Source: an optimization exercise on an open RTL-to-GDS flow (aim: a short achievable clock period and few clock cycles). Production flows keep margins and buffers that such runs may drop. Only simulation tests tie the RTL to the original design; equivalence was not proved.

$ cat flow/flow/run.sh
#!/bin/bash
# The standard layout (standard.sh), with one change: repair_timing in the
# floorplan, CTS and global-route steps aims for SETUP_SLACK_MARGIN ns of setup
# slack instead of 0, so the resizer also works on paths that meet the 20 ns
# clock, which set the achieved period. The SDC, the clock and the steps are
# the standard ones.
set -euo pipefail
export SETUP_SLACK_MARGIN=14
bash standard.sh finish > flow_standard.log 2>&1
$ cat flow/standard.sh
#!/bin/bash
# synth_recipe.tcl (not shown) runs the flow's synth.tcl, then flattens the netlist and writes it again
# the make line also repeats each setting of config.mk as NAME=value (left out here)
make -C /OpenROAD-flow-scripts/flow DESIGN_CONFIG=/design/flow/config.mk WORK_HOME=/design/flow/orfs CLKGATE_MAP_FILE= SYNTH_SCRIPT=/design/flow/synth_recipe.tcl "${@:-finish}"
$ cat flow/config.mk
export PLATFORM = sky130hd
export DESIGN_NAME = DataPath
export DESIGN_NICKNAME = DataPath
export VERILOG_FILES = /design/flow/design.v
export SDC_FILE = /design/flow/constraint.sdc
export NUM_CORES = 4
export LEC_CHECK = 0
export CAP_MARGIN = 20
export CORE_MARGIN = 2
export CORE_UTILIZATION = 22
export PLACE_DENSITY = 0.4
export SLEW_MARGIN = 20
$ cat flow/constraint.sdc
create_clock -name core_clock -period 20.0 [get_ports {clk}]
set_input_delay 4.0000 -clock core_clock [delete_from_list [all_inputs] [get_ports {clk}]]
set_output_delay 4.0000 -clock core_clock [all_outputs]
set_load 0.01 [all_outputs]
$ cat flow/design.v
module DataPath(
   input clk,
   input rst,
   input [31:0] DataMem_out,
   output memory_write,
   output [31:0] RS2ALU_Mux_Out,
   output [1:0] MemSize,
   output [31:0] Mem_Addr,
   output memory_unsigned
);
    function [31:0] expand;
        input [15:0] c;
        reg [4:0] rdp, rs2p, rd, rs2;
        begin
            rdp  = {2'b01, c[4:2]};
            rs2p = {2'b01, c[4:2]};
            rd   = c[11:7];
            rs2  = c[6:2];
            expand = 32'h00000013;  
            case ({c[15:13], c[1:0]})
                5'b000_00:  
                    expand = {2'b0, c[10:7], c[12:11], c[5], c[6], 2'b00, 5'd2, 3'b000, rdp, 7'b0010011};
                5'b010_00:  
                    expand = {5'b0, c[5], c[12:10], c[6], 2'b00, 2'b01, c[9:7], 3'b010, rdp, 7'b0000011};
                5'b110_00:  
                    expand = {5'b0, c[5], c[12], rs2p, 2'b01, c[9:7], 3'b010, c[11:10], c[6], 2'b00, 7'b0100011};
                5'b000_01:  
                    expand = {{7{c[12]}}, c[6:2], rd, 3'b000, rd, 7'b0010011};
                5'b001_01:  
                    expand = {c[12], c[8], c[10:9], c[6], c[7], c[2], c[11], c[5:3], c[12], {8{c[12]}}, 5'd1, 7'b1101111};
                5'b010_01:  
                    expand = {{7{c[12]}}, c[6:2], 5'd0, 3'b000, rd, 7'b0010011};
                5'b011_01:
                    if (rd == 5'd2)  
                        expand = {{3{c[12]}}, c[4:3], c[5], c[2], c[6], 4'b0000, 5'd2, 3'b000, 5'd2, 7'b0010011};
                    else  
                        expand = {{15{c[12]}}, c[6:2], rd, 7'b0110111};
                5'b100_01:
                    case (c[11:10])
                        2'b00: expand = {7'b0000000, c[6:2], 2'b01, c[9:7], 3'b101, 2'b01, c[9:7], 7'b0010011};  
                        2'b01: expand = {7'b0100000, c[6:2], 2'b01, c[9:7], 3'b101, 2'b01, c[9:7], 7'b0010011};  
                        2'b10: expand = {{7{c[12]}}, c[6:2], 2'b01, c[9:7], 3'b111, 2'b01, c[9:7], 7'b0010011};  
                        default:
                            case (c[6:5])
                                2'b00: expand = {7'b0100000, rs2p, 2'b01, c[9:7], 3'b000, 2'b01, c[9:7], 7'b0110011};  
                                2'b01: expand = {7'b0000000, rs2p, 2'b01, c[9:7], 3'b100, 2'b01, c[9:7], 7'b0110011};  
                                2'b10: expand = {7'b0000000, rs2p, 2'b01, c[9:7], 3'b110, 2'b01, c[9:7], 7'b0110011};  
                                default: expand = {7'b0000000, rs2p, 2'b01, c[9:7], 3'b111, 2'b01, c[9:7], 7'b0110011};  
                            endcase
                    endcase
                5'b101_01:  
                    expand = {c[12], c[8], c[10:9], c[6], c[7], c[2], c[11], c[5:3], c[12], {8{c[12]}}, 5'd0, 7'b1101111};
                5'b110_01:  
                    expand = {{4{c[12]}}, c[6:5], c[2], 5'd0, 2'b01, c[9:7], 3'b000, c[11:10], c[4:3], c[12], 7'b1100011};
                5'b111_01:  
                    expand = {{4{c[12]}}, c[6:5], c[2], 5'd0, 2'b01, c[9:7], 3'b001, c[11:10], c[4:3], c[12], 7'b1100011};
                5'b000_10:  
                    expand = {7'b0000000, c[6:2], rd, 3'b001, rd, 7'b0010011};
                5'b010_10:  
                    expand = {4'b0, c[3:2], c[12], c[6:4], 2'b00, 5'd2, 3'b010, rd, 7'b0000011};
                5'b100_10:
                    if (c[12] == 1'b0) begin
                        if (rs2 == 5'd0) expand = {12'd0, rd, 3'b000, 5'd0, 7'b1100111};           
                        else             expand = {7'b0, rs2, 5'd0, 3'b000, rd, 7'b0110011};       
                    end else begin
                        if (rs2 == 5'd0) expand = {12'd0, rd, 3'b000, 5'd1, 7'b1100111};           
                        else             expand = {7'b0, rs2, rd, 3'b000, rd, 7'b0110011};         
                    end
                5'b110_10:  
                    expand = {4'b0, c[8:7], c[12], rs2, 5'd2, 3'b010, c[11:9], 2'b00, 7'b0100011};
                default: expand = 32'h00000013;
            endcase
        end
    endfunction
    localparam NB = 8;     
    localparam NQ = 8;     
    reg [31:0] ba_r;       
    reg [1:0]  bsz_r;
    reg        bwr_r;
    reg        buns_r;
    reg [31:0] bwd_r;
    reg        bfetch_r;   
    reg [31:0] nf_r;       
    assign Mem_Addr        = ba_r;
    assign MemSize         = bsz_r;
    assign memory_write    = bwr_r;
    assign memory_unsigned = buns_r;
    assign RS2ALU_Mux_Out  = bwd_r;
    reg          bt_v   [0:NB-1];
    reg [31:1]   bt_tag [0:NB-1];
    reg [31:1]   bt_tgt [0:NB-1];
    reg          bt_l2  [0:NB-1];
    reg [2:0]    bt_rr;
    reg          bp_v, bp_inv, bp_l2;
    reg [2:0]    bp_idx;
    reg [31:1]   bp_tag, bp_tgt;
    reg          ahit, al2;
    reg [31:1]   atgt;
    reg [2:0]    aidx;
    integer k;
    always @(*) begin
        ahit = 1'b0; al2 = 1'b0; atgt = 31'd0; aidx = 3'd0;
        for (k = 0; k < NB; k = k + 1) begin
            if (bt_v[k] && bt_tag[k] == ba_r[31:1]) begin
                ahit = 1'b1;
                al2  = al2 | bt_l2[k];
                atgt = atgt | bt_tgt[k];
                aidx = aidx | k[2:0];
            end
        end
    end
    wire         phit = bp_v && bp_tag == ba_r[31:1];
    wire         hit  = phit ? ~bp_inv : ahit;
    wire         hl2  = phit ? bp_l2 : al2;
    wire [31:1]  htgt = phit ? bp_tgt : atgt;
    wire [2:0]   hidx = phit ? bp_idx : aidx;
    wire pt_lo = hit & ~hl2;           
    wire pt_hi = hit & hl2;
    reg [15:0] q     [0:NQ-1];
    reg        s_pt  [0:NQ-1];    
    reg [31:1] s_tgt [0:NQ-1];    
    reg        s_hi  [0:NQ-1];    
    reg        s_hit [0:NQ-1];    
    reg [2:0]  s_hix [0:NQ-1];    
    reg [3:0]  occ;
    reg [31:0] d_pc;
    wire [31:0] d_pc2 = d_pc + 32'd2;
    wire [31:0] d_pc4 = d_pc + 32'd4;
    wire [15:0] h0 = q[0];
    wire [15:0] h1 = q[1];
    wire        h32     = (h0[1:0] == 2'b11);
    wire        d_avail = (occ != 4'd0) && (!h32 || occ >= 4'd2);
    wire [31:0] di      = h32 ? {h1, h0} : expand(h0);
    wire        d_pt    = h32 ? s_pt[1] : s_pt[0];
    wire [31:0] d_ptgt  = {(h32 ? s_tgt[1] : s_tgt[0]), 1'b0};
    wire        d_hi    = h32 ? s_hi[1] : s_hi[0];
    wire        d_hit   = h32 ? s_hit[1] : s_hit[0];
    wire [2:0]  d_hix   = h32 ? s_hix[1] : s_hix[0];
    wire        d_bad   = h32 & s_pt[0];     
    wire [6:0] opc = di[6:0];
    wire [4:0] d_rd  = di[11:7];
    wire [2:0] d_f3  = di[14:12];
    wire [4:0] d_rs1 = di[19:15];
    wire [4:0] d_rs2 = di[24:20];
    wire d_lui    = (opc == 7'b0110111);
    wire d_auipc  = (opc == 7'b0010111);
    wire d_jal    = (opc == 7'b1101111) & ~d_bad;
    wire d_jalr   = (opc == 7'b1100111) & ~d_bad;
    wire d_branch = (opc == 7'b1100011) & ~d_bad;
    wire d_load   = (opc == 7'b0000011) & ~d_bad;
    wire d_store  = (opc == 7'b0100011) & ~d_bad;
    wire d_opimm  = (opc == 7'b0010011);
    wire d_op     = (opc == 7'b0110011);
    wire [31:0] immI = {{20{di[31]}}, di[31:20]};
    wire [31:0] immS = {{20{di[31]}}, di[31:25], di[11:7]};
    wire [31:0] immB = {{20{di[31]}}, di[7], di[30:25], di[11:8], 1'b0};
    wire [31:0] immU = {di[31:12], 12'b0};
    wire [31:0] immJ = {{12{di[31]}}, di[19:12], di[20], di[30:21], 1'b0};
    reg [31:0] d_imm;
    always @(*) begin
        if (d_store)                d_imm = immS;
        else if (d_lui | d_auipc)   d_imm = immU;
        else                        d_imm = immI;
    end
    wire [31:0] d_boff   = d_auipc ? immU : (d_jal ? immJ : immB);    
    wire [31:0] d_pcnext = h32 ? d_pc4 : d_pc2;
    wire [31:0] d_pnext  = d_pt ? d_ptgt : d_pcnext;
    wire [31:0] d_jx     = d_ptgt - immI;
    wire d_use1 = ~(d_lui | d_auipc | d_jal);
    wire d_use2 = d_op | d_store | d_branch;
    wire d_we   = (d_lui | d_auipc | d_jal | d_jalr | d_load | d_opimm | d_op) && (d_rd != 5'd0) && !d_bad;
    wire [4:0] d_rs1x = d_lui ? 5'd0 : d_rs1;
    wire d_sub = d_op & di[30] & (d_f3 == 3'b000);
    wire d_sra = di[30];
    wire [2:0] d_fn = (d_lui) ? 3'b000 : d_f3;
    wire d_op2imm = ~d_op;
    reg [31:0] rf [1:31];
    reg        w_we;
    reg [4:0]  w_rd;
    reg [31:0] w_data;
    always @(posedge clk) begin
        if (w_we) rf[w_rd] <= w_data;
    end
    wire [31:0] rf1 = (d_rs1x == 5'd0) ? 32'd0 : rf[d_rs1x];
    wire [31:0] rf2 = (d_rs2  == 5'd0) ? 32'd0 : rf[d_rs2];
    wire [31:0] d_r1 = (w_we && w_rd == d_rs1x) ? w_data : rf1;
    wire [31:0] d_r2 = (w_we && w_rd == d_rs2)  ? w_data : rf2;
    reg        e_valid;
    reg [31:0] e_r1, e_r2, e_imm, e_boff, e_link, e_pc, e_pnext, e_jx;
    reg [4:0]  e_rd;
    reg        e_we, e_load, e_store, e_branch, e_jal, e_jalr, e_auipc;
    reg [2:0]  e_f3, e_fn;
    reg        e_sub, e_sra, e_op2imm, e_usepre;
    reg        e_faM, e_faW, e_fbM, e_fbW;
    reg        e_pt, e_bad, e_h32, e_hi, e_hit;
    reg [2:0]  e_hix;
    reg        m_we, m_load;
    reg [4:0]  m_rd;
    reg [31:0] m_res;
    reg        m_tchk;             
    reg [31:0] m_ttgt, m_tpn;
    wire late   = m_tchk & (m_ttgt != m_tpn);
    wire e_stall = e_valid & m_load & (e_faM | e_fbM);
    wire e_live = e_valid & ~late;
    wire e_go   = e_live & ~e_stall;
    wire [31:0] a  = e_faM ? m_res : (e_faW ? w_data : e_r1);
    wire [31:0] br = e_fbM ? m_res : (e_fbW ? w_data : e_r2);
    wire [31:0] b  = e_op2imm ? e_imm : br;
    wire [31:0] addr_sum = a + e_imm;
    wire [31:0] pc_rel   = e_pc + e_boff;
    wire [31:0] add_res  = a + b;
    wire [31:0] sub_res  = a - b;
    wire        lt_s     = $signed(a) < $signed(b);
    wire        lt_u     = a < b;
    wire [31:0] sra_res  = $signed(a) >>> b[4:0];
    wire [31:0] srl_res  = a >> b[4:0];
    reg [31:0] alu;
    always @(*) begin
        case (e_fn)
            3'b000: alu = e_sub ? sub_res : add_res;
            3'b001: alu = a << b[4:0];
            3'b010: alu = {31'd0, lt_s};
            3'b011: alu = {31'd0, lt_u};
            3'b100: alu = a ^ b;
            3'b101: alu = e_sra ? sra_res : srl_res;
            3'b110: alu = a | b;
            default: alu = a & b;
        endcase
    end
    wire [31:0] e_res = e_usepre ? (e_auipc ? pc_rel : e_link) : alu;
    wire b_eq  = (a == br);
    wire b_lt  = $signed(a) < $signed(br);
    wire b_ltu = a < br;
    reg cond;
    always @(*) begin
        case (e_f3)
            3'b000: cond = b_eq;
            3'b001: cond = ~b_eq;
            3'b100: cond = b_lt;
            3'b101: cond = ~b_lt;
            3'b110: cond = b_ltu;
            3'b111: cond = ~b_ltu;
            default: cond = 1'b0;
        endcase
    end
    wire taken   = e_jal | e_jalr | (e_branch & cond);
    wire [31:0] e_jx1 = e_jx + 32'd1;
    wire jalr_ok = (a == e_jx) | (a == e_jx1);
    wire mis     = e_bad | (e_pt ? (~taken | (e_jalr & ~jalr_ok)) : taken);
    wire e_redir = e_go & mis;
    wire redirect = late | e_redir;
    wire [31:0] jtarget = {addr_sum[31:1], 1'b0};
    wire [31:0] act_tgt = e_jalr ? jtarget : pc_rel;
    wire [31:0] target  = late ? m_ttgt : (e_bad ? e_pc : (taken ? act_tgt : e_link));
    wire mem_next = e_go & (e_load | e_store);
    wire bt_wr  = e_redir & ~e_bad & taken;
    wire bt_inv = e_redir & ~e_bad & ~taken & e_pt;
    wire [31:0] e_lsa = e_h32 ? e_pc + 32'd2 : e_pc;        
    wire [31:0] e_fa  = e_hi ? e_lsa - 32'd2 : e_lsa;       
    wire bt_same = bp_v && bp_tag == e_fa[31:1];
    wire [2:0] bt_wi = e_hit ? e_hix : (bt_same ? bp_idx : bt_rr);
    wire d_fire = d_avail & ~e_stall;
    wire [3:0] d_len = h32 ? 4'd2 : 4'd1;
    wire        f_in   = bfetch_r;
    wire [3:0]  base   = occ - (d_fire ? d_len : 4'd0);
    wire [3:0]  f_inc  = f_in ? (pt_lo ? 4'd1 : 4'd2) : 4'd0;
    wire        space  = (occ + (bfetch_r ? 4'd2 : 4'd0)) <= (NQ - 2);
    wire [31:0] f_seq  = hit ? {htgt, 1'b0} : (ba_r + 32'd4);
    wire [31:0] nf_cur = bfetch_r ? f_seq : nf_r;
    always @(posedge clk or posedge rst) begin
        if (rst) begin
            ba_r <= 32'd0; bsz_r <= 2'b10; bwr_r <= 1'b0; buns_r <= 1'b0;
            bfetch_r <= 1'b1; nf_r <= 32'd0;
            occ <= 4'd0; d_pc <= 32'd0;
            e_valid <= 1'b0; m_we <= 1'b0; m_load <= 1'b0; w_we <= 1'b0; m_tchk <= 1'b0;
            bt_rr <= 3'd0; bp_v <= 1'b0;
            for (k = 0; k < NB; k = k + 1) bt_v[k] <= 1'b0;
        end else begin
            if (mem_next) begin
                ba_r <= addr_sum; bwr_r <= e_store; bsz_r <= e_f3[1:0]; buns_r <= e_f3[2];
                bfetch_r <= 1'b0; nf_r <= nf_cur;
            end else if (redirect) begin
                ba_r <= target; bwr_r <= 1'b0; bsz_r <= 2'b10;
                bfetch_r <= 1'b1;
            end else if (space) begin
                ba_r <= nf_cur; bwr_r <= 1'b0; bsz_r <= 2'b10;
                bfetch_r <= 1'b1;
            end else begin
                bwr_r <= 1'b0; bfetch_r <= 1'b0; nf_r <= nf_cur;
            end
            if (redirect) begin
                occ <= 4'd0;
                d_pc <= target;
            end else begin
                occ <= base + f_inc;
                if (d_fire) begin
                    d_pc <= d_pnext;
                end
            end
            if (late || (e_go & e_bad)) begin
                for (k = 0; k < NB; k = k + 1) bt_v[k] <= 1'b0;
                bp_v <= 1'b0;
            end else begin
                if (bp_v) bt_v[bp_idx] <= ~bp_inv;
                bp_v <= bt_wr | bt_inv;
                if (bt_wr && !e_hit && !bt_same) bt_rr <= bt_rr + 3'd1;
            end
            if (!(e_stall & ~late)) e_valid <= d_fire & ~redirect;
            m_we    <= e_go & e_we;
            m_load  <= e_go & e_load;
            m_tchk  <= e_go & ~mis & e_pt & (e_branch | e_jal);
            w_we    <= m_we;
        end
    end
    integer i;
    always @(posedge clk) begin
        bp_inv <= ~bt_wr;
        bp_idx <= bt_wr ? bt_wi : e_hix;
        bp_tag <= e_fa[31:1];
        bp_tgt <= act_tgt[31:1];
        bp_l2  <= e_hi;
        if (bp_v && !bp_inv) begin
            bt_tag[bp_idx] <= bp_tag;
            bt_tgt[bp_idx] <= bp_tgt;
            bt_l2[bp_idx]  <= bp_l2;
        end
        for (i = 0; i < NQ; i = i + 1) begin
            if (i < base) begin
                if (d_fire && h32) begin
                    if (i + 2 < NQ) begin
                        q[i] <= q[i+2]; s_pt[i] <= s_pt[i+2]; s_tgt[i] <= s_tgt[i+2];
                        s_hi[i] <= s_hi[i+2]; s_hit[i] <= s_hit[i+2]; s_hix[i] <= s_hix[i+2];
                    end
                end else if (d_fire) begin
                    if (i + 1 < NQ) begin
                        q[i] <= q[i+1]; s_pt[i] <= s_pt[i+1]; s_tgt[i] <= s_tgt[i+1];
                        s_hi[i] <= s_hi[i+1]; s_hit[i] <= s_hit[i+1]; s_hix[i] <= s_hix[i+1];
                    end
                end
            end else if (i == base) begin
                q[i] <= DataMem_out[15:0]; s_pt[i] <= pt_lo; s_tgt[i] <= htgt;
                s_hi[i] <= 1'b0; s_hit[i] <= hit; s_hix[i] <= hidx;
            end else if (i == base + 1) begin
                q[i] <= DataMem_out[31:16]; s_pt[i] <= pt_hi; s_tgt[i] <= htgt;
                s_hi[i] <= 1'b1; s_hit[i] <= hit; s_hix[i] <= hidx;
            end
        end
        if (mem_next) bwd_r <= br;
    end
    always @(posedge clk) begin
        if (e_stall) begin
            e_r1 <= a; e_r2 <= br;
            e_faM <= 1'b0; e_faW <= e_faM; e_fbM <= 1'b0; e_fbW <= e_fbM;
        end else begin
        e_r1 <= d_r1; e_r2 <= d_r2; e_imm <= d_imm; e_boff <= d_boff;
        e_link <= d_pcnext; e_pc <= d_pc; e_pnext <= d_pnext; e_jx <= d_jx;
        e_pt <= d_pt; e_bad <= d_bad; e_h32 <= h32; e_hi <= d_hi;
        e_hit <= d_hit; e_hix <= d_hix;
        e_rd <= d_rd; e_we <= d_we; e_load <= d_load; e_store <= d_store;
        e_branch <= d_branch; e_jal <= d_jal; e_jalr <= d_jalr; e_auipc <= d_auipc;
        e_f3 <= d_f3; e_fn <= d_fn; e_sub <= d_sub; e_sra <= d_sra;
        e_op2imm <= d_op2imm; e_usepre <= d_auipc | d_jal | d_jalr;
        e_faM <= e_valid & e_we & d_use1 & (e_rd == d_rs1x);
        e_faW <= m_we & d_use1 & (m_rd == d_rs1x);
        e_fbM <= e_valid & e_we & d_use2 & (e_rd == d_rs2);
        e_fbW <= m_we & d_use2 & (m_rd == d_rs2);
        end
        m_rd <= e_rd; m_res <= e_res;
        m_ttgt <= pc_rel; m_tpn <= e_pnext;
        w_rd <= m_rd;
        w_data <= m_load ? DataMem_out : m_res;
    end
endmodule
==> qor.csv, run 1 <==
metric;value;unit
io_pins;102;
status;complete, no violations;
rr_startpoint;q[0][3]$_DFFE_PP_;
initial_core_util;22.1;%
synth_area_leader_cell;edfxtp_1;
viasPerCell;5.14;
fp.dieH;790;um
multi_input_area;58300;um^2
rr_worst_depth;14;
grt_pass1_vias;105000;
synth_top_area_share;48.1;%
timing.rr.end;e_r1[24]$_DFF_P_;
drive_gt1_share;10.5;%
grt_max_degree;144;
min_from;e_pnext[19]$_DFFE_PN_;
fin_util;25.9;%
nFillCells;64800;
antenna_found_initial;95;
cp_max_fo;83;
syn_area;136000;um^2
grt_pass1_wl;883000;um
syn2layout_area_growth;17.2;%
overflow;0;
seq_area;73800;um^2
synth-edff-count;2174;
fin_crit;5.94;ns
finalWirelength;649000;um
setup_viol;0;
die_w;790;um
finalNetCount;13500;
synth_seq_cells;2566;
cts.path.max_buffers;4;
async_flop_share;4.75;%
die_area;624000;um^2
fin_skew;0.0785;ns
crit_required;20.90;ns
synth_seq_area_share;54.3;%
cts.sinks;2566;
grt_usage;19.8;%
synth_commonest_cells;nand2_1, edfxtp_1, clkbuf_1;
synth_most_common_cell;nand2_1;
min_period_over_period;29.7;%
cts_buffers;319;
std_cell_rows;288;
synthesis.nets;13600;
ant_nets;0;
place.gp.congestion;0.926;
cp-end-kind;flop;
crit_type;reg2reg;
io_buffers;101;
holdPathStages;0;
first_pass_iters;6;
hold_violations;0;
slew_violations;0;
synth_warnings;8;
ys.flop_type;edfxtp_1;
insertion_delay;1.00;ns
synth_cell_types;120;
reg2reg_setup_slack;14.06;ns
syn_avg_cell_area;10.2;um^2
drtIter0Drc;13100;
yosys-top-cells-area;edfxtp_1, nand2_1, dfxtp_1;
drc;0;
netlist_instances;13400;
maxCapViolCount;0;
max_freq;168;MHz
hold_end;m_tpn[19]$_DFF_P_;
critPathLaunchType;flop;
tritoncts;done;
htree_levels;5;
vias;111000;
clk_pin_slew;0.06;ns
cp_data_arrival_time;6.84;ns
cts-root-buf;clkbuf_16;
rsz0062_at_grt;true;
place_hpwl;412000;um
timing.slew.headroom;15.2;%
wl_per_cell;29.9;um
tightest_slew;1.27;ns
ctsHoldBuffers;0;
hold_class;reg2reg;
setup_tns;0;ns
holdWs;0.336;ns
coreArea;615000;um^2
[how the worst max path moves through the flow]
stage	slack (ns)	to	start
after detailed placement	11.21	s_tgt[0][25]$_DFFE_PP_	q[0][1]$_DFFE_PP_
after global routing	13.83	e_jx[30]$_DFFE_PN_	q[0][14]$_DFFE_PP_
after CTS	13.97	e_jx[30]$_DFFE_PN_	q[0][15]$_DFFE_PP_
after floorplan	13.97	q[6][0]$_DFFE_PP_	e_faM$_SDFF_PP0_
after global placement	11.29	s_tgt[0][25]$_DFFE_PP_	q[0][1]$_DFFE_PP_
final	14.06	e_r1[24]$_DFF_P_	q[0][3]$_DFFE_PP_
[worst max-delay path, stage by stage (launching register included)]
cell      delay (ns)
edfxtp_1        0.62
nor3_1          0.52
a211oi_1        0.20
o32a_1          0.39
o311ai_2        0.69
buf_12          0.42
buf_4           0.57
buf_6           0.44
and3_1          0.22
a211oi_1        0.04
a31oi_1         0.21
o22ai_1         0.14
a21oi_2         0.54
a21oi_1         0.24
a22oi_1         0.21
[layout by cell type, fill, tap and decap left out, types with 332 or more instances in the layout]
| cell | synthesis | layout |
|---|---|---|
| buf_4 | 10 | 406 |
| a21oi_1 | 747 | 722 |
| mux2i_1 | 370 | 363 |
| clkbuf_16 | 0 | 332 |
| nor2_1 | 715 | 665 |
| o21ai_0 | 453 | 444 |
| a31oi_1 | 379 | 377 |
| nand2_1 | 2658 | 2648 |
| edfxtp_1 | 2174 | 2174 |
| nand3_1 | 736 | 732 |
[registers in the layout, summed over array words and instances (netlist names), 128 cells and up]
name / count
bt_tgt: 248
rf: 992
s_tgt: 248
q: 128
bt_tag: 248
[repair_timing]
item,4_1_cts,5_1_grt
pin swaps,9,2
endpoints found under the setup margin,1067,279
gates resized for setup,246,60
buffers inserted,44,14
cloned,7,4
[metrics by stage]
stage / instance area, um^2 / std cells / worst slack (ns)
final: 159000 / 21700 / 14.06
after CTS: 159000 / 21600 / 13.97
after floorplan: 136000 / 13400 / 13.97
after global placement: 147000 / 21000 / 11.29
after global routing: 159000 / 21700 / 13.83
after detailed placement: 147000 / 21000 / 11.21
[cells by family (layout without fill, tap and decap cells)]
kind of cell             after synthesis  count (layout)  share of synthesized area [%]
AO/OA/AOI/OAI                       3033            3035                           14.9
XOR/XNOR                             634             634                           4.23
adder cells (fa/ha/maj)              240             240                           2.25
buffers and inverters               1318            1486                           3.82
flip-flops                          2566            2566                           54.3
multiplexers                         526             526                           4.08
other                                  0              27                              0
AND/OR/NAND/NOR                     5045            5050                           16.5
[layer usage]
layer	track usage, %	vias up	part of all wire (%)
li1	-	49100	-
met1	26.6	56600	43
met3	3.29	988	7.3
met2	31.6	4694	45
met5	0	-	0.064
met4	7.99	32	4.7
[area by class of cell]
type	count	area share (%)
antenna	27	0.0424
clock buffer	448	5.58
clock inverter	137	0.769
inverter	304	0.813
multi-input combinational	9485	36.6
sequential	2566	46.3
tap	8120	6.38
timing repair buffer	595	3.48
timing repair inverter	2	0.00629
Testbench counts, summed over its fixed seeds: cycles 16,228.
==> run 2: changes to the inputs <==
--- a/flow/design.v
+++ b/flow/design.v
@@ -74,13 +74,14 @@
     endfunction
     localparam NB = 8;     
     localparam NQ = 8;     
+    localparam NC = 16;    
     reg [31:0] ba_r;       
     reg [1:0]  bsz_r;
     reg        bwr_r;
     reg        buns_r;
     reg [31:0] bwd_r;
     reg        bfetch_r;   
-    reg [31:0] nf_r;       
+    reg [31:0] fa_r;       
     assign Mem_Addr        = ba_r;
     assign MemSize         = bsz_r;
     assign memory_write    = bwr_r;
@@ -101,7 +102,7 @@
     always @(*) begin
         ahit = 1'b0; al2 = 1'b0; atgt = 31'd0; aidx = 3'd0;
         for (k = 0; k < NB; k = k + 1) begin
-            if (bt_v[k] && bt_tag[k] == ba_r[31:1]) begin
+            if (bt_v[k] && bt_tag[k] == fa_r[31:1]) begin
                 ahit = 1'b1;
                 al2  = al2 | bt_l2[k];
                 atgt = atgt | bt_tgt[k];
@@ -109,13 +110,29 @@
             end
         end
     end
-    wire         phit = bp_v && bp_tag == ba_r[31:1];
+    wire         phit = bp_v && bp_tag == fa_r[31:1];
     wire         hit  = phit ? ~bp_inv : ahit;
     wire         hl2  = phit ? bp_l2 : al2;
     wire [31:1]  htgt = phit ? bp_tgt : atgt;
     wire [2:0]   hidx = phit ? bp_idx : aidx;
     wire pt_lo = hit & ~hl2;           
     wire pt_hi = hit & hl2;
+    reg          ic_v   [0:NC-1];
+    reg [31:1]   ic_tag [0:NC-1];
+    reg [31:0]   ic_d   [0:NC-1];
+    reg [3:0]    ic_rr;
+    reg          chit;
+    reg [31:0]   cdata;
+    always @(*) begin
+        chit = 1'b0; cdata = 32'd0;
+        for (k = 0; k < NC; k = k + 1) begin
+            if (ic_v[k] && ic_tag[k] == fa_r[31:1]) begin
+                chit  = 1'b1;
+                cdata = cdata | ic_d[k];
+            end
+        end
+    end
+    wire [31:0] fword = chit ? cdata : DataMem_out;
     reg [15:0] q     [0:NQ-1];
     reg        s_pt  [0:NQ-1];    
     reg [31:1] s_tgt [0:NQ-1];    
@@ -164,8 +181,18 @@
     end
     wire [31:0] d_boff   = d_auipc ? immU : (d_jal ? immJ : immB);    
     wire [31:0] d_pcnext = h32 ? d_pc4 : d_pc2;
-    wire [31:0] d_pnext  = d_pt ? d_ptgt : d_pcnext;
-    wire [31:0] d_jx     = d_ptgt - immI;
+    wire [4:0]  c_op   = {h0[15:13], h0[1:0]};
+    wire        r_jal  = h32 & (h0[6:0] == 7'b1101111);
+    wire        r_br   = h32 & (h0[6:0] == 7'b1100011);
+    wire        r_cj   = ~h32 & (c_op == 5'b001_01 || c_op == 5'b101_01);
+    wire        r_cb   = ~h32 & (c_op == 5'b110_01 || c_op == 5'b111_01);
+    wire [31:0] t_j32  = d_pc + {{12{h1[15]}}, h0[15:12], h1[3:0], h1[4], h1[14:5], 1'b0};
+    wire [31:0] t_b32  = d_pc + {{20{h1[15]}}, h0[7], h1[14:9], h0[11:8], 1'b0};
+    wire [31:0] t_cj   = d_pc + {{20{h0[12]}}, h0[12], h0[8], h0[10:9], h0[6], h0[7], h0[2], h0[11], h0[5:3], 1'b0};
+    wire [31:0] t_cb   = d_pc + {{23{h0[12]}}, h0[12], h0[6:5], h0[2], h0[11:10], h0[4:3], 1'b0};
+    wire        d_early  = d_fire & ~d_pt & ~d_bad & (r_jal | r_cj | (r_br & h1[15]) | (r_cb & h0[12]));
+    wire [31:0] d_etgt   = r_jal ? t_j32 : (r_br ? t_b32 : (r_cj ? t_cj : t_cb));
+    wire [31:0] d_pnext  = d_early ? d_etgt : (d_pt ? d_ptgt : d_pcnext);
     wire d_use1 = ~(d_lui | d_auipc | d_jal);
     wire d_use2 = d_op | d_store | d_branch;
     wire d_we   = (d_lui | d_auipc | d_jal | d_jalr | d_load | d_opimm | d_op) && (d_rd != 5'd0) && !d_bad;
@@ -186,13 +213,13 @@
     wire [31:0] d_r1 = (w_we && w_rd == d_rs1x) ? w_data : rf1;
     wire [31:0] d_r2 = (w_we && w_rd == d_rs2)  ? w_data : rf2;
     reg        e_valid;
-    reg [31:0] e_r1, e_r2, e_imm, e_boff, e_link, e_pc, e_pnext, e_jx;
+    reg [31:0] e_r1, e_r2, e_imm, e_boff, e_link, e_pc, e_pnext;
     reg [4:0]  e_rd;
     reg        e_we, e_load, e_store, e_branch, e_jal, e_jalr, e_auipc;
     reg [2:0]  e_f3, e_fn;
     reg        e_sub, e_sra, e_op2imm, e_usepre;
     reg        e_faM, e_faW, e_fbM, e_fbW;
-    reg        e_pt, e_bad, e_h32, e_hi, e_hit;
+    reg        e_pt, e_bad, e_h32, e_hi, e_hit, e_dpred;
     reg [2:0]  e_hix;
     reg        m_we, m_load;
     reg [4:0]  m_rd;
@@ -244,55 +271,46 @@
         endcase
     end
     wire taken   = e_jal | e_jalr | (e_branch & cond);
-    wire [31:0] e_jx1 = e_jx + 32'd1;
-    wire jalr_ok = (a == e_jx) | (a == e_jx1);
-    wire mis     = e_bad | (e_pt ? (~taken | (e_jalr & ~jalr_ok)) : taken);
+    wire mis     = e_bad | (e_pt ? ~taken : taken);
     wire e_redir = e_go & mis;
     wire redirect = late | e_redir;
     wire [31:0] jtarget = {addr_sum[31:1], 1'b0};
     wire [31:0] act_tgt = e_jalr ? jtarget : pc_rel;
     wire [31:0] target  = late ? m_ttgt : (e_bad ? e_pc : (taken ? act_tgt : e_link));
     wire mem_next = e_go & (e_load | e_store);
-    wire bt_wr  = e_redir & ~e_bad & taken;
-    wire bt_inv = e_redir & ~e_bad & ~taken & e_pt;
+    wire bt_wr  = (e_redir | (e_go & e_dpred)) & ~e_bad & taken;
+    wire bt_inv = e_redir & ~e_bad & ~taken & e_pt & ~e_dpred;
     wire [31:0] e_lsa = e_h32 ? e_pc + 32'd2 : e_pc;        
     wire [31:0] e_fa  = e_hi ? e_lsa - 32'd2 : e_lsa;       
     wire bt_same = bp_v && bp_tag == e_fa[31:1];
     wire [2:0] bt_wi = e_hit ? e_hix : (bt_same ? bp_idx : bt_rr);
     wire d_fire = d_avail & ~e_stall;
     wire [3:0] d_len = h32 ? 4'd2 : 4'd1;
-    wire        f_in   = bfetch_r;
     wire [3:0]  base   = occ - (d_fire ? d_len : 4'd0);
-    wire [3:0]  f_inc  = f_in ? (pt_lo ? 4'd1 : 4'd2) : 4'd0;
-    wire        space  = (occ + (bfetch_r ? 4'd2 : 4'd0)) <= (NQ - 2);
-    wire [31:0] f_seq  = hit ? {htgt, 1'b0} : (ba_r + 32'd4);
-    wire [31:0] nf_cur = bfetch_r ? f_seq : nf_r;
+    wire        enq    = (chit | bfetch_r) & (base <= NQ - 2);
+    wire [3:0]  f_inc  = enq ? (pt_lo ? 4'd1 : 4'd2) : 4'd0;
+    wire [31:0] fa_nx  = hit ? {htgt, 1'b0} : (fa_r + 32'd4);
+    wire [31:0] fa_cur = enq ? fa_nx : fa_r;
+    wire        fill   = enq & ~chit & ~redirect;
     always @(posedge clk or posedge rst) begin
         if (rst) begin
-            ba_r <= 32'd0; bsz_r <= 2'b10; bwr_r <= 1'b0; buns_r <= 1'b0;
-            bfetch_r <= 1'b1; nf_r <= 32'd0;
+            fa_r <= 32'd0; ic_rr <= 4'd0;
+            for (k = 0; k < NC; k = k + 1) ic_v[k] <= 1'b0;
             occ <= 4'd0; d_pc <= 32'd0;
             e_valid <= 1'b0; m_we <= 1'b0; m_load <= 1'b0; w_we <= 1'b0; m_tchk <= 1'b0;
             bt_rr <= 3'd0; bp_v <= 1'b0;
             for (k = 0; k < NB; k = k + 1) bt_v[k] <= 1'b0;
         end else begin
-            if (mem_next) begin
-                ba_r <= addr_sum; bwr_r <= e_store; bsz_r <= e_f3[1:0]; buns_r <= e_f3[2];
-                bfetch_r <= 1'b0; nf_r <= nf_cur;
-            end else if (redirect) begin
-                ba_r <= target; bwr_r <= 1'b0; bsz_r <= 2'b10;
-                bfetch_r <= 1'b1;
-            end else if (space) begin
-                ba_r <= nf_cur; bwr_r <= 1'b0; bsz_r <= 2'b10;
-                bfetch_r <= 1'b1;
-            end else begin
-                bwr_r <= 1'b0; bfetch_r <= 1'b0; nf_r <= nf_cur;
+            fa_r <= redirect ? target : (d_early ? d_etgt : fa_cur);
+            if (fill) begin
+                ic_v[ic_rr] <= 1'b1;
+                ic_rr <= ic_rr + 4'd1;
             end
             if (redirect) begin
                 occ <= 4'd0;
                 d_pc <= target;
             end else begin
-                occ <= base + f_inc;
+                occ <= d_early ? 4'd0 : base + f_inc;
                 if (d_fire) begin
                     d_pc <= d_pnext;
                 end
@@ -308,10 +326,28 @@
             if (!(e_stall & ~late)) e_valid <= d_fire & ~redirect;
             m_we    <= e_go & e_we;
             m_load  <= e_go & e_load;
-            m_tchk  <= e_go & ~mis & e_pt & (e_branch | e_jal);
+            m_tchk  <= e_go & ~mis & e_pt;
             w_we    <= m_we;
         end
     end
+    always @(posedge clk) begin
+        if (rst) begin
+            ba_r <= 32'd0; bsz_r <= 2'b10; bwr_r <= 1'b0; buns_r <= 1'b0;
+            bfetch_r <= 1'b1;
+        end else if (mem_next) begin
+            ba_r <= addr_sum; bwr_r <= e_store; bsz_r <= e_f3[1:0]; buns_r <= e_f3[2];
+            bfetch_r <= 1'b0;
+        end else if (redirect) begin
+            ba_r <= target; bwr_r <= 1'b0; bsz_r <= 2'b10;
+            bfetch_r <= 1'b1;
+        end else if (d_early) begin
+            ba_r <= d_etgt; bwr_r <= 1'b0; bsz_r <= 2'b10;
+            bfetch_r <= 1'b1;
+        end else begin
+            ba_r <= fa_cur; bwr_r <= 1'b0; bsz_r <= 2'b10;
+            bfetch_r <= 1'b1;
+        end
+    end
     integer i;
     always @(posedge clk) begin
         bp_inv <= ~bt_wr;
@@ -338,14 +374,18 @@
                     end
                 end
             end else if (i == base) begin
-                q[i] <= DataMem_out[15:0]; s_pt[i] <= pt_lo; s_tgt[i] <= htgt;
+                q[i] <= fword[15:0]; s_pt[i] <= pt_lo; s_tgt[i] <= htgt;
                 s_hi[i] <= 1'b0; s_hit[i] <= hit; s_hix[i] <= hidx;
             end else if (i == base + 1) begin
-                q[i] <= DataMem_out[31:16]; s_pt[i] <= pt_hi; s_tgt[i] <= htgt;
+                q[i] <= fword[31:16]; s_pt[i] <= pt_hi; s_tgt[i] <= htgt;
                 s_hi[i] <= 1'b1; s_hit[i] <= hit; s_hix[i] <= hidx;
             end
         end
-        if (mem_next) bwd_r <= br;
+        bwd_r <= br;     
+        if (fill) begin
+            ic_tag[ic_rr] <= fa_r[31:1];
+            ic_d[ic_rr]   <= DataMem_out;
+        end
     end
     always @(posedge clk) begin
         if (e_stall) begin
@@ -353,8 +393,8 @@
             e_faM <= 1'b0; e_faW <= e_faM; e_fbM <= 1'b0; e_fbW <= e_fbM;
         end else begin
         e_r1 <= d_r1; e_r2 <= d_r2; e_imm <= d_imm; e_boff <= d_boff;
-        e_link <= d_pcnext; e_pc <= d_pc; e_pnext <= d_pnext; e_jx <= d_jx;
-        e_pt <= d_pt; e_bad <= d_bad; e_h32 <= h32; e_hi <= d_hi;
+        e_link <= d_pcnext; e_pc <= d_pc; e_pnext <= d_pnext;
+        e_pt <= d_pt | d_early; e_dpred <= d_early; e_bad <= d_bad; e_h32 <= h32; e_hi <= d_hi;
         e_hit <= d_hit; e_hix <= d_hix;
         e_rd <= d_rd; e_we <= d_we; e_load <= d_load; e_store <= d_store;
         e_branch <= d_branch; e_jal <= d_jal; e_jalr <= d_jalr; e_auipc <= d_auipc;
@@ -366,7 +406,7 @@
         e_fbW <= m_we & d_use2 & (m_rd == d_rs2);
         end
         m_rd <= e_rd; m_res <= e_res;
-        m_ttgt <= pc_rel; m_tpn <= e_pnext;
+        m_ttgt <= act_tgt; m_tpn <= e_pnext;
         w_rd <= m_rd;
         w_data <= m_load ? DataMem_out : m_res;
     end
--- a/flow/flow/run.sh
+++ b/flow/flow/run.sh
@@ -5,5 +5,5 @@
 # clock, which set the achieved period. The SDC, the clock and the steps are
 # the standard ones.
 set -euo pipefail
-export SETUP_SLACK_MARGIN=14
+export SETUP_SLACK_MARGIN=15
 bash standard.sh finish > flow_standard.log 2>&1
--- a/flow/config.mk
+++ b/flow/config.mk
@@ -7,6 +7,6 @@
 export LEC_CHECK = 0
 export CAP_MARGIN = 20
 export CORE_MARGIN = 2
-export CORE_UTILIZATION = 22
-export PLACE_DENSITY = 0.4
+export CORE_UTILIZATION = 35
+export PLACE_DENSITY = 0.55
 export SLEW_MARGIN = 20
==> run 2 against run 1 <==
Critical endpoint is now ic_tag[0][10]$_DFFE_PP_. Critical path type unchanged. Sequential share of layout area is 3.4 points higher. Cell count is 5.7% higher. First-iteration DRC count is 52% higher. Via count is 25% higher. Die area is 20% lower.
==> qor.csv, run 2 <==
metric;value;unit
cts-root-buf;clkbuf_16;
reg_top3;rf (992), ic_d (512), ic_tag (496);
crit_type;reg2reg;
worstSetupStartpoint;e_faW$_DFF_P_;
synth_commonest_cells;edfxtp_1, nand2_1, nand3_1;
initial_core_util;35.1;%
tritoncts;done;
place_hpwl;427000;um
yosys-top-cells-area;edfxtp_1, nand2_1, xnor2_1;
mostFrequentLayoutCell;edfxtp_1;
critPathLaunchType;flop;
insertion_delay;1.08;ns
crit_path_end;ic_tag[0][10]$_DFFE_PP_;
netlist_instances;15700;
fin_crit;5.69;ns
cts.path.max_buffers;4;
setup_tns;0;ns
clk_pin_slew;0.06;ns
fp.dieH;708;um
synth_warnings;9;
regMostFlops;rf;
largest_reg_flops;992;
layout_common_cells;edfxtp_1, nand2_1, nand3_1, nor2_1, xnor2_1;
die_area;501000;um^2
syn_avg_cell_area;11.0;um^2
holdWs;0.340;ns
place.gp.congestion;1.06;
io_pins;102;
grt_usage;27.6;%
hold_violations;0;
drc;0;
cts_buffers;392;
finalWorstSetupSlack;14.31;ns
syn_area;173000;um^2
wl_per_cell;31.7;um
die_w;708;um
rr_startpoint;e_faW$_DFF_P_;
synth_seq_cells;3532;
ctsHoldBuffers;0;
max_freq;176;MHz
synth_cell_types;111;
async_flop_share;2.97;%
max_stage_delay;0.45;ns
min_period_over_period;28.5;%
drive_gt1_share;14.6;%
status;complete, no violations;
tightest_slew;1.22;ns
grt_max_degree;135;
fin_skew;0.115;ns
synthesis.nets;16000;
maxCapViolCount;0;
overflow;0;
reg2reg_setup_slack;14.31;ns
synth-edff-count;3119;
synth_area_leader_cell;edfxtp_1;
ant_nets;0;
antenna_found_initial;39;
cp_data_arrival_time;6.42;ns
grt_pass1_wl;1000000;um
io_buffers;101;
grt_pass1_vias;129000;
vias;139000;
crit_required;20.73;ns
rr_worst_depth;29;
cp_max_fo;8;
viasPerCell;6.07;
slowest_stage;dfxtp_4;
instances_no_fill;22900;
cts.sinks;3532;
drtIter0Drc;19900;
std_cell_rows;258;
setup_viol;0;
cp-end-kind;flop;
finalWirelength;726000;um
dp_slack;11.68;ns
dp.cells;21600;
ys.flop_type;edfxtp_1;
hold_class;reg2reg;
coreArea;494000;um^2
finalNetCount;16300;
synth_seq_area_share;59.1;%
rsz0062_at_grt;true;
htree_levels;5;
timing.slew.headroom;18.1;%
syn2layout_area_growth;19.1;%
first_pass_iters;6;
synth_most_common_cell;edfxtp_1;
slew_violations;0;
timing.rr.end;ic_tag[0][10]$_DFFE_PP_;
synth_top_area_share;54.0;%
-- run 2: cell families after synthesis --
group / count (synthesis) / synth area share, %
simple gates: 5755 / 14.9
xor+xnor: 1076 / 5.49
fa+ha+maj: 241 / 1.77
flops: 3532 / 59.1
compound gates: 3320 / 13.2
mux: 405 / 2.42
buf+inv: 1378 / 3.14
-- run 2: repair_timing --
| action | 4_1_cts | 5_1_grt |
|---|---|---|
| cloned | 120 | 27 |
| gates resized for setup | 1038 | 352 |
| hold endpoints to repair | 0 | 0 |
| endpoints found under the setup margin | 2140 | 1602 |
| setup buffers | 243 | 154 |
| pin swaps | 69 | 105 |
-- run 2: area by class of cell --
type                    count  area [um^2]
repair buffers           1024        12600
inverters                 257         1030
fillers                 45800       287000
well taps                6500         8130
clock buffers             538        10700
diodes                     30         75.1
clock inverters           189         1900
multi-input cells       10900        69300
repair inverters            1         5.00
flip-flops and latches   3532       103000
-- run 2: per-stage QoR --
stage                     instance area, um^2  utilization, %
after floorplan                        174000               -
after global placement                 183000            37.0
after detailed placement               183000            37.0
after CTS                              203000            41.2
after global routing                   206000            41.8
final                                  207000            41.8
-- run 2: how the worst min path moves through the flow --
| stage | end | start | cells after the start |
|---|---|---|---|
| 2_1_floorplan | m_tpn[0]$_DFF_P_ | e_pnext[0]$_DFFE_PN_ | 0 |
| 3_3_place_gp | m_tpn[31]$_DFF_P_ | e_pnext[31]$_DFFE_PN_ | 0 |
| 3_5_place_dp | m_tpn[30]$_DFF_P_ | e_pnext[30]$_DFFE_PN_ | 0 |
| 4_1_cts | m_tpn[30]$_DFF_P_ | e_pnext[30]$_DFFE_PN_ | 0 |
| 5_1_grt | m_tpn[31]$_DFF_P_ | e_pnext[31]$_DFFE_PN_ | 0 |
| 6_report | m_tpn[30]$_DFF_P_ | e_pnext[30]$_DFFE_PN_ | 0 |
-- run 2: per-layer routing --
layer | wire length, um | vias to the layer above | part of all wire (%) | GRT usage (%)
li1 | - | 59400 | - | -
met1 | 285000 | 69500 | 39 | 36.7
met2 | 317000 | 8517 | 44 | 42.2
met3 | 76200 | 1798 | 10 | 5.72
met4 | 47300 | 38 | 6.5 | 15.1
met5 | 288 | - | 0.040 | 0.0769
-- run 2: critical path, delay by kind of cell (launching register included) --
family / cells / cell delay, ns
compound gates: 5 / 1.00
fa+ha+maj: 1 / 0.28
buf+inv: 14 / 2.07
flops: 1 / 0.45
mux: 2 / 0.39
simple gates: 7 / 1.17
Testbench counts of run 2, summed over its fixed seeds: cycles 15,090.
==> run 3: changes to the inputs <==
--- a/flow/design.v
+++ b/flow/design.v
@@ -291,7 +291,7 @@
     wire [3:0]  f_inc  = enq ? (pt_lo ? 4'd1 : 4'd2) : 4'd0;
     wire [31:0] fa_nx  = hit ? {htgt, 1'b0} : (fa_r + 32'd4);
     wire [31:0] fa_cur = enq ? fa_nx : fa_r;
-    wire        fill   = enq & ~chit & ~redirect;
+    wire        fill   = enq & ~chit;     
     always @(posedge clk or posedge rst) begin
         if (rst) begin
             fa_r <= 32'd0; ic_rr <= 4'd0;
==> run 3 against run 2 <==
Flip-flop and latch count unchanged. Critical path depth down 28. First-iteration DRC count up 4.2%. Cell area is 2.7% lower. Non-clock buffer count shrank 191. Clock skew increased by 0.035 ns. Core utilization decreased by 0.75 points. Cell count is 2.5% lower. Synthesized cell count fell by 2.2%. Critical endpoint is now Mem_Addr[6]. Synthesized area fell by 1.0%.
==> qor.csv, run 3 <==
metric;value;unit
status;complete, no violations;
max_stage_delay;0.44;ns
maxCapViolCount;0;
cts_buffers;388;
rr_worst_depth;18;
grt_usage;27.3;%
synth_commonest_cells;edfxtp_1, nand2_1, nand3_1;
wl_per_cell;31.9;um
tritoncts;done;
fp.dieH;704;um
grt_use_met3;6.07;%
synth_cell_types;117;
cp_cell_sequence;buf_6;
clk_pin_slew;0.06;ns
fin_area;201000;um^2
crit_type;reg2out;
initial_core_util;35.1;%
cts.sinks;3532;
synth_top_area_share;54.6;%
tightest_slew;1.16;ns
hold_class;reg2reg;
drc;0;
std_cell_rows;257;
cp_data_arrival_time;1.58;ns
synth_seq_cells;3532;
grt_max_degree;105;
largest_reg_flops;992;
worst-path-stages;1;
crit_buf_inv;1;
finalNetCount;15800;
timing.slew.headroom;21.4;%
first_pass_iters;8;
drtIter0Drc;20800;
place_hpwl;422000;um
layout_common_cells;edfxtp_1, nand2_1, nand3_1, a21oi_1, o21ai_0;
drive_gt1_share;13.5;%
slowest_stage;dfxtp_4;
critPathLaunchType;flop;
coreArea;489000;um^2
holdPathStages;0;
cts-root-buf;clkbuf_16;
netlist_instances;15400;
ant_nets;0;
syn_area;172000;um^2
crit_required;16.00;ns
mostFrequentLayoutCell;edfxtp_1;
die_area;496000;um^2
cp-end-kind;output pin;
multi_input_area;67300;um^2
use_met1;36.5;%
grt_pass1_wl;980000;um
grt_pass1_vias;126000;
ctsHoldBuffers;0;
place.gp.congestion;1.02;
fin_crit;5.58;ns
reg_top3;rf (992), ic_d (512), ic_tag (496);
viasPerCell;6.08;
min_period_over_period;27.9;%
slew_violations;0;
regMostFlops;rf;
synth_most_common_cell;edfxtp_1;
synthesis.nets;15600;
nFillCells;46100;
io_pins;102;
crit_family;flip-flops;
vias;136000;
cts.path.max_buffers;4;
seq_area;103000;um^2
syn2layout_area_growth;17.1;%
synth_warnings;9;
fin_skew;0.150;ns
setup_tns;0;ns
holdWs;0.293;ns
synth-edff-count;3119;
ys.flop_type;edfxtp_1;
insertion_delay;1.07;ns
max_freq;179;MHz
grt.busiest_layer;met2;
cp_max_fo;1;
htree_levels;5;
die_w;704;um
met2_usage;41.7;%
syn_avg_cell_area;11.2;um^2
async_flop_share;2.97;%
finalWirelength;713000;um
rsz0062_at_grt;true;
hold_violations;0;
yosys-top-cells-area;edfxtp_1, nand2_1, dfxtp_1;
antenna_found_initial;38;
placed_area;181000;um^2
overflow;0;
synth_seq_area_share;59.7;%
io_buffers;101;
synth_area_leader_cell;edfxtp_1;
setup_viol;0;
==> run 3: cell types whose count changed after synthesis, sizes merged, moves of 97 or more <==
cell	previous run	this run
a211oi	243	83
a221oi	160	277
a31oi	331	187
nand2	2794	2996
nand3	943	846
nand4	343	183
nor2	852	598
o21ai	482	690
xnor2	722	545
xor2	348	516
==> run 3: what timing repair did <==
action | CTS | global route
pin swaps | 53 | 64
setup buffers | 149 | 126
setup endpoints to repair | 2155 | 1589
cloned | 65 | 17
gates resized for setup | 1011 | 322
==> run 3: area by class of cell <==
type,count,share of cell area [%]
Clock buffer,529,5.34
Tap cell,6475,4.03
Sequential cell,3532,51.1
Timing Repair inverter,1,0.00436
Timing Repair Buffer,833,4.56
Multi-Input combinational cell,10500,33.5
Inverter,269,0.578
Antenna cell,10,0.0125
Clock inverter,185,0.875
==> run 3: worst register-to-register path, cell delays in order (launching register included) <==
cell and delay (ns):
dfxtp_4 0.37, buf_12 0.15, buf_8 0.14, mux2i_2 0.24, o21a_2 0.27, clkinvlp_4 0.19
ha_4 0.30, nand4_1 0.18, nor3_4 0.25, nand4_1 0.13, or3_4 0.37, xnor2_1 0.14
a311o_2 0.52, or4_4 0.49, and3_4 0.22, buf_8 0.16, a22o_4 0.26, or3_1 0.40
o2bb2ai_2 0.16
==> run 3: logic make-up (layout without fill, tap and decap cells) <==
group / after synthesis / after routing / synth area share (%)
other: 0 / 10 / 0
buffers and inverters: 1362 / 1817 / 3.16
AO/OA/AOI/OAI: 3389 / 3395 / 13.5
multiplexers: 410 / 410 / 2.47
XOR/XNOR: 1073 / 1073 / 5.58
flip-flops: 3532 / 3532 / 59.7
AND/OR/NAND/NOR: 5352 / 5390 / 13.8
adder cells (fa/ha/maj): 242 / 242 / 1.79
==> run 3: final timing paths <==
path,slack (ns),to,from
max in group asynchronous,15.45,ic_v[1]$_DFFE_PP0P_,rst
setup / recovery,14.42,Mem_Addr[6],ba_r[6]$_SDFF_PP0_
min in group asynchronous,3.29,fa_r[19]$_DFF_PP0_,rst
setup reg to reg,14.92,ba_r[13]$_SDFF_PP0_,e_faW$_DFF_P_
hold / removal,0.29,m_tpn[17]$_DFF_P_,e_pnext[17]$_DFFE_PN_
hold reg to reg,0.29,m_tpn[17]$_DFF_P_,e_pnext[17]$_DFFE_PN_
==> run 3: per-layer routing <==
metal | part of all wire, % | wire (um)
met3 | 11 | 81500
met4 | 5.9 | 42400
met1 | 39 | 278000
met5 | 0.012 | 86
met2 | 44 | 311000
==> run 3: per-stage QoR <==
step / cells / setup WS [ns] / util (%)
finish: 22300 / 14.42 / 41.1
global route: 22300 / 14.39 / 41.1
CTS: 22200 / 14.38 / 40.5
detailed placement: 21300 / 12.85 / 36.9
global placement: 21300 / 12.82 / 36.9
floorplan: 15400 / 13.70 / -
Testbench counts of run 3, summed over its fixed seeds: cycles 15,093.
==> run 4: changes to the inputs <==
--- a/flow/design.v
+++ b/flow/design.v
@@ -154,6 +154,21 @@
     wire        d_hit   = h32 ? s_hit[1] : s_hit[0];
     wire [2:0]  d_hix   = h32 ? s_hix[1] : s_hix[0];
     wire        d_bad   = h32 & s_pt[0];     
+    reg        e_valid;
+    reg [31:0] e_r1, e_r2, e_imm, e_boff, e_link, e_pc, e_pnext;
+    reg [4:0]  e_rd;
+    reg        e_we, e_load, e_store, e_branch, e_jal, e_jalr, e_auipc;
+    reg [2:0]  e_f3, e_fn;
+    reg        e_sub, e_sra, e_op2imm, e_usepre;
+    reg        e_faM, e_faW, e_fbM, e_fbW;
+    reg        e_pt, e_bad, e_h32, e_hi, e_hit, e_dpred, e_addi;
+    reg [31:0] e_auv;
+    reg [2:0]  e_hix;
+    reg        m_we, m_load;
+    reg [4:0]  m_rd;
+    reg [31:0] m_res;
+    reg        m_tchk;             
+    reg [31:0] m_ttgt, m_tpn;
     wire [6:0] opc = di[6:0];
     wire [4:0] d_rd  = di[11:7];
     wire [2:0] d_f3  = di[14:12];
@@ -190,8 +205,18 @@
     wire [31:0] t_b32  = d_pc + {{20{h1[15]}}, h0[7], h1[14:9], h0[11:8], 1'b0};
     wire [31:0] t_cj   = d_pc + {{20{h0[12]}}, h0[12], h0[8], h0[10:9], h0[6], h0[7], h0[2], h0[11], h0[5:3], 1'b0};
     wire [31:0] t_cb   = d_pc + {{23{h0[12]}}, h0[12], h0[6:5], h0[2], h0[11:10], h0[4:3], 1'b0};
-    wire        d_early  = d_fire & ~d_pt & ~d_bad & (r_jal | r_cj | (r_br & h1[15]) | (r_cb & h0[12]));
-    wire [31:0] d_etgt   = r_jal ? t_j32 : (r_br ? t_b32 : (r_cj ? t_cj : t_cb));
+    wire        r_jr32 = h32 & (h0[6:0] == 7'b1100111);
+    wire        r_jr16 = ~h32 & (h0[15:13] == 3'b100) & (h0[6:0] == 7'b0000010) & (h0[11:7] != 5'd0);
+    wire [4:0]  jr_rs1 = h32 ? {h1[3:0], h0[15]} : h0[11:7];
+    wire        jr_e   = e_valid & e_we & (e_rd == jr_rs1);
+    wire        r_jra  = (r_jr32 | r_jr16) & jr_e & e_auipc;
+    wire        r_jrb  = r_jr16 & jr_e & e_addi & e_faM;
+    wire [31:0] t_jra  = e_auv + (h32 ? {{20{h1[15]}}, h1[15:4]} : 32'd0);
+    wire [31:0] t_jrb  = m_res + e_imm;
+    wire        d_early  = d_fire & ~d_pt & ~d_bad & (r_jal | r_cj | (r_br & h1[15]) | (r_cb & h0[12]) | r_jra | r_jrb);
+    wire [31:0] d_etgt   = r_jal ? t_j32 : (r_br ? t_b32 : (r_cj ? t_cj : (r_cb ? t_cb :
+                           {(r_jra ? t_jra[31:1] : t_jrb[31:1]), 1'b0})));
+    wire [31:0] d_auv    = d_pc + {h1, h0[15:12], 12'b0};
     wire [31:0] d_pnext  = d_early ? d_etgt : (d_pt ? d_ptgt : d_pcnext);
     wire d_use1 = ~(d_lui | d_auipc | d_jal);
     wire d_use2 = d_op | d_store | d_branch;
@@ -212,20 +237,6 @@
     wire [31:0] rf2 = (d_rs2  == 5'd0) ? 32'd0 : rf[d_rs2];
     wire [31:0] d_r1 = (w_we && w_rd == d_rs1x) ? w_data : rf1;
     wire [31:0] d_r2 = (w_we && w_rd == d_rs2)  ? w_data : rf2;
-    reg        e_valid;
-    reg [31:0] e_r1, e_r2, e_imm, e_boff, e_link, e_pc, e_pnext;
-    reg [4:0]  e_rd;
-    reg        e_we, e_load, e_store, e_branch, e_jal, e_jalr, e_auipc;
-    reg [2:0]  e_f3, e_fn;
-    reg        e_sub, e_sra, e_op2imm, e_usepre;
-    reg        e_faM, e_faW, e_fbM, e_fbW;
-    reg        e_pt, e_bad, e_h32, e_hi, e_hit, e_dpred;
-    reg [2:0]  e_hix;
-    reg        m_we, m_load;
-    reg [4:0]  m_rd;
-    reg [31:0] m_res;
-    reg        m_tchk;             
-    reg [31:0] m_ttgt, m_tpn;
     wire late   = m_tchk & (m_ttgt != m_tpn);
     wire e_stall = e_valid & m_load & (e_faM | e_fbM);
     wire e_live = e_valid & ~late;
@@ -398,6 +409,7 @@
         e_hit <= d_hit; e_hix <= d_hix;
         e_rd <= d_rd; e_we <= d_we; e_load <= d_load; e_store <= d_store;
         e_branch <= d_branch; e_jal <= d_jal; e_jalr <= d_jalr; e_auipc <= d_auipc;
+        e_addi <= d_opimm & (d_f3 == 3'b000); e_auv <= d_auv;
         e_f3 <= d_f3; e_fn <= d_fn; e_sub <= d_sub; e_sra <= d_sra;
         e_op2imm <= d_op2imm; e_usepre <= d_auipc | d_jal | d_jalr;
         e_faM <= e_valid & e_we & d_use1 & (e_rd == d_rs1x);
==> run 4 against run 3 <==
Maximum frequency is 0.30% higher. Synthesized area is 6.3% higher. Via count rose by 11%.
==> qor.csv, run 4 <==
metric;value;unit
synth_xor_area_share;5.62;%
place_hpwl;513000;um
synth_commonest_cells;nand2_1, edfxtp_1, clkbuf_1;
cp_cell_sequence;buf_6;
ys.flop_type;edfxtp_1;
crit_family;flip-flops;
syn2layout_area_growth;17.4;%
clk_pin_slew;0.06;ns
initial_core_util;35.1;%
grt_usage;29.8;%
first_pass_iters;8;
wl_per_cell;33.7;um
cp-end-kind;output pin;
tightest_slew;1.31;ns
die_area;527000;um^2
min_period_over_period;27.8;%
dp.cells;23500;
max_freq;180;MHz
htree_levels;5;
synth_compound_area_share;14.7;%
largest_reg_flops;992;
layout_common_cells;nand2_1, edfxtp_1, a21oi_1, nand3_1, nor2_1;
holdWs;0.315;ns
overflow;0;
fin_crit;5.57;ns
critPathLaunchType;flop;
status;complete, no violations;
cts-root-buf;clkbuf_16;
maxCapViolCount;0;
grt_pass1_wl;1130000;um
cts_buffers;396;
die_w;726;um
mostFrequentLayoutCell;nand2_1;
instances_no_fill;24600;
slew_violations;0;
coreArea;520000;um^2
rsz0062_at_grt;true;
hold_violations;0;
timing.slew.headroom;12.6;%
cp_data_arrival_time;1.57;ns
grt_max_degree;202;
fp.dieH;726;um
synth_area_leader_cell;edfxtp_1;
async_flop_share;2.96;%
yosys-top-cells-area;edfxtp_1, nand2_1, dfxtp_1;
crit_required;16.00;ns
synthAdderAreaFrac;2.58;%
cts.sinks;3553;
synth_top_family_by_area;simple AND/OR/NAND/NOR gates;
regMostFlops;rf;
yosys.area_share.simple;15.0;%
viasPerCell;6.15;
dp_slack;12.36;ns
nFillCells;49600;
finalNetCount;17700;
reg2reg_setup_slack;14.91;ns
synthesis.nets;17500;
io_pins;102;
place.gp.congestion;1.02;
setup_viol;0;
ctsHoldBuffers;0;
ant_nets;0;
synth_most_common_cell;nand2_1;
grt_pass1_vias;140000;
slowest_stage;dfxtp_4;
syn_area;182000;um^2
finalWirelength;829000;um
cts.path.max_buffers;4;
crit_type;reg2out;
synth-edff-count;3140;
cp_max_fo;1;
antenna_found_initial;56;
finalWorstSetupSlack;14.43;ns
setup_tns;0;ns
synth_warnings;9;
drtIter0Drc;21700;
synth_seq_cells;3553;
syn_avg_cell_area;10.6;um^2
max_stage_delay;0.40;ns
drive_gt1_share;13.6;%
synth_mux_area_share;2.21;%
vias;151000;
std_cell_rows;265;
synth_cell_types;110;
hold_class;reg2reg;
fin_skew;0.109;ns
crit_buf_inv;1;
insertion_delay;1.06;ns
synth_seq_area_share;56.5;%
reg_top3;rf (992), ic_d (512), ic_tag (496);
drc;0;
io_buffers;101;
netlist_instances;17100;
synth_top_area_share;51.7;%
tritoncts;done;
==> run 4: path summary, 6_finish.rpt <==
path,start,to,cells after the start
max in group asynchronous,rst,fa_r[11]$_DFF_PP0_,5
worst max-delay path,ba_r[12]$_SDFF_PP0_,Mem_Addr[12],1
min in group asynchronous,rst,d_pc[6]$_DFFE_PP0P_,2
worst min-delay path,e_pnext[5]$_DFFE_PN_,m_tpn[5]$_DFF_P_,0
worst min register to register,e_pnext[5]$_DFFE_PN_,m_tpn[5]$_DFF_P_,0
worst max register to register,q[0][0]$_DFFE_PP_,ba_r[23]$_SDFF_PP0_,19
==> run 4: area by class of cell <==
| class | count | area, um^2 | area share, % |
|---|---|---|---|
| Sequential cell | 3553 | 103000 | 48.3 |
| Multi-Input combinational cell | 12000 | 76900 | 35.9 |
| Clock buffer | 490 | 10700 | 5.00 |
| Timing Repair Buffer | 958 | 10200 | 4.76 |
| Tap cell | 6942 | 8690 | 4.06 |
| Clock inverter | 251 | 2690 | 1.26 |
| Inverter | 366 | 1490 | 0.694 |
| Antenna cell | 23 | 57.6 | 0.0269 |
| Timing Repair inverter | 5 | 36.3 | 0.0169 |
==> run 4: metal layers <==
layer  vias to the layer above  wire length (um)  part of all wire [%]  track usage [%]
li1                      64100                 -                     -                -
met1                     75400            314000                    38             38.3
met2                      9557            363000                    44             45.7
met3                      2181             88100                    11             6.71
met4                        34             63700                   7.7             18.7
met5                         -               209                 0.025                0
==> run 4: worst register-to-register path: cells and delay by family (launching register included) <==
kind | cells | cell delay [ns]
flip-flops | 1 | 0.44
AO/OA/AOI/OAI | 5 | 1.30
buffers and inverters | 7 | 1.27
adder cells (fa/ha/maj) | 2 | 0.90
AND/OR/NAND/NOR | 5 | 1.12
==> run 4: cells by family after synthesis <==
group           count (synthesis)
flops                        3553
mux                           387
simple gates                 6151
fa+ha+maj                     369
xor+xnor                     1149
buf+inv                      1564
compound gates               3953
==> run 4: per-stage QoR <==
stage	utilization (%)	area (um^2)
floorplan	-	183000
global placement	37.1	193000
detailed placement	37.1	193000
CTS	40.6	211000
global route	41.2	214000
finish	41.2	214000
==> run 4: what timing repair did <==
action,CTS,global route
setup endpoints to repair,2216,780
gates resized for setup,1042,313
hold endpoints to repair,0,0
setup buffers,121,153
pin swaps,72,63
gates cloned,40,23
Testbench counts of run 4, summed over its fixed seeds: cycles 14,952.

re-timing with driven ports:
How much do the figures lean on ideal ports? The routed layouts below were timed once more, with nothing changed but the port constraints.
Step 1: set_driving_cell puts a clkbuf_16 on clk and a buf_2 on each other input, an assumption about the parent block.
Step 2 moves the port delays by t, midway between the first and last clock arrival at a register: inputs arrive t later, outputs are due t later. That takes back most of the time a late clock gives input paths.
a / b / c = no drivers / after step 1 / after step 2; a / b = the first two.
run | shift t [ns] | setup slack, ns | slew at the worst register clock pin (ns)
run 1 | 1.091 | 14.063 / 13.955 / 13.439 | 0.07 / 0.07
run 2 | 1.141 | 14.310 / 14.244 / 13.966 | 0.07 / 0.07
run 3 | 1.099 | 14.418 / 14.310 / 13.992 | 0.07 / 0.07
run 4 | 1.121 | 14.435 / 14.314 / 14.001 | 0.08 / 0.08
After both steps every run listed still meets setup and hold. The setup slack of run 1, which loses most, moves by -0.108 ns with the drivers and by -0.624 ns with both steps. The worst setup slack also covers recovery checks on asynchronous resets.
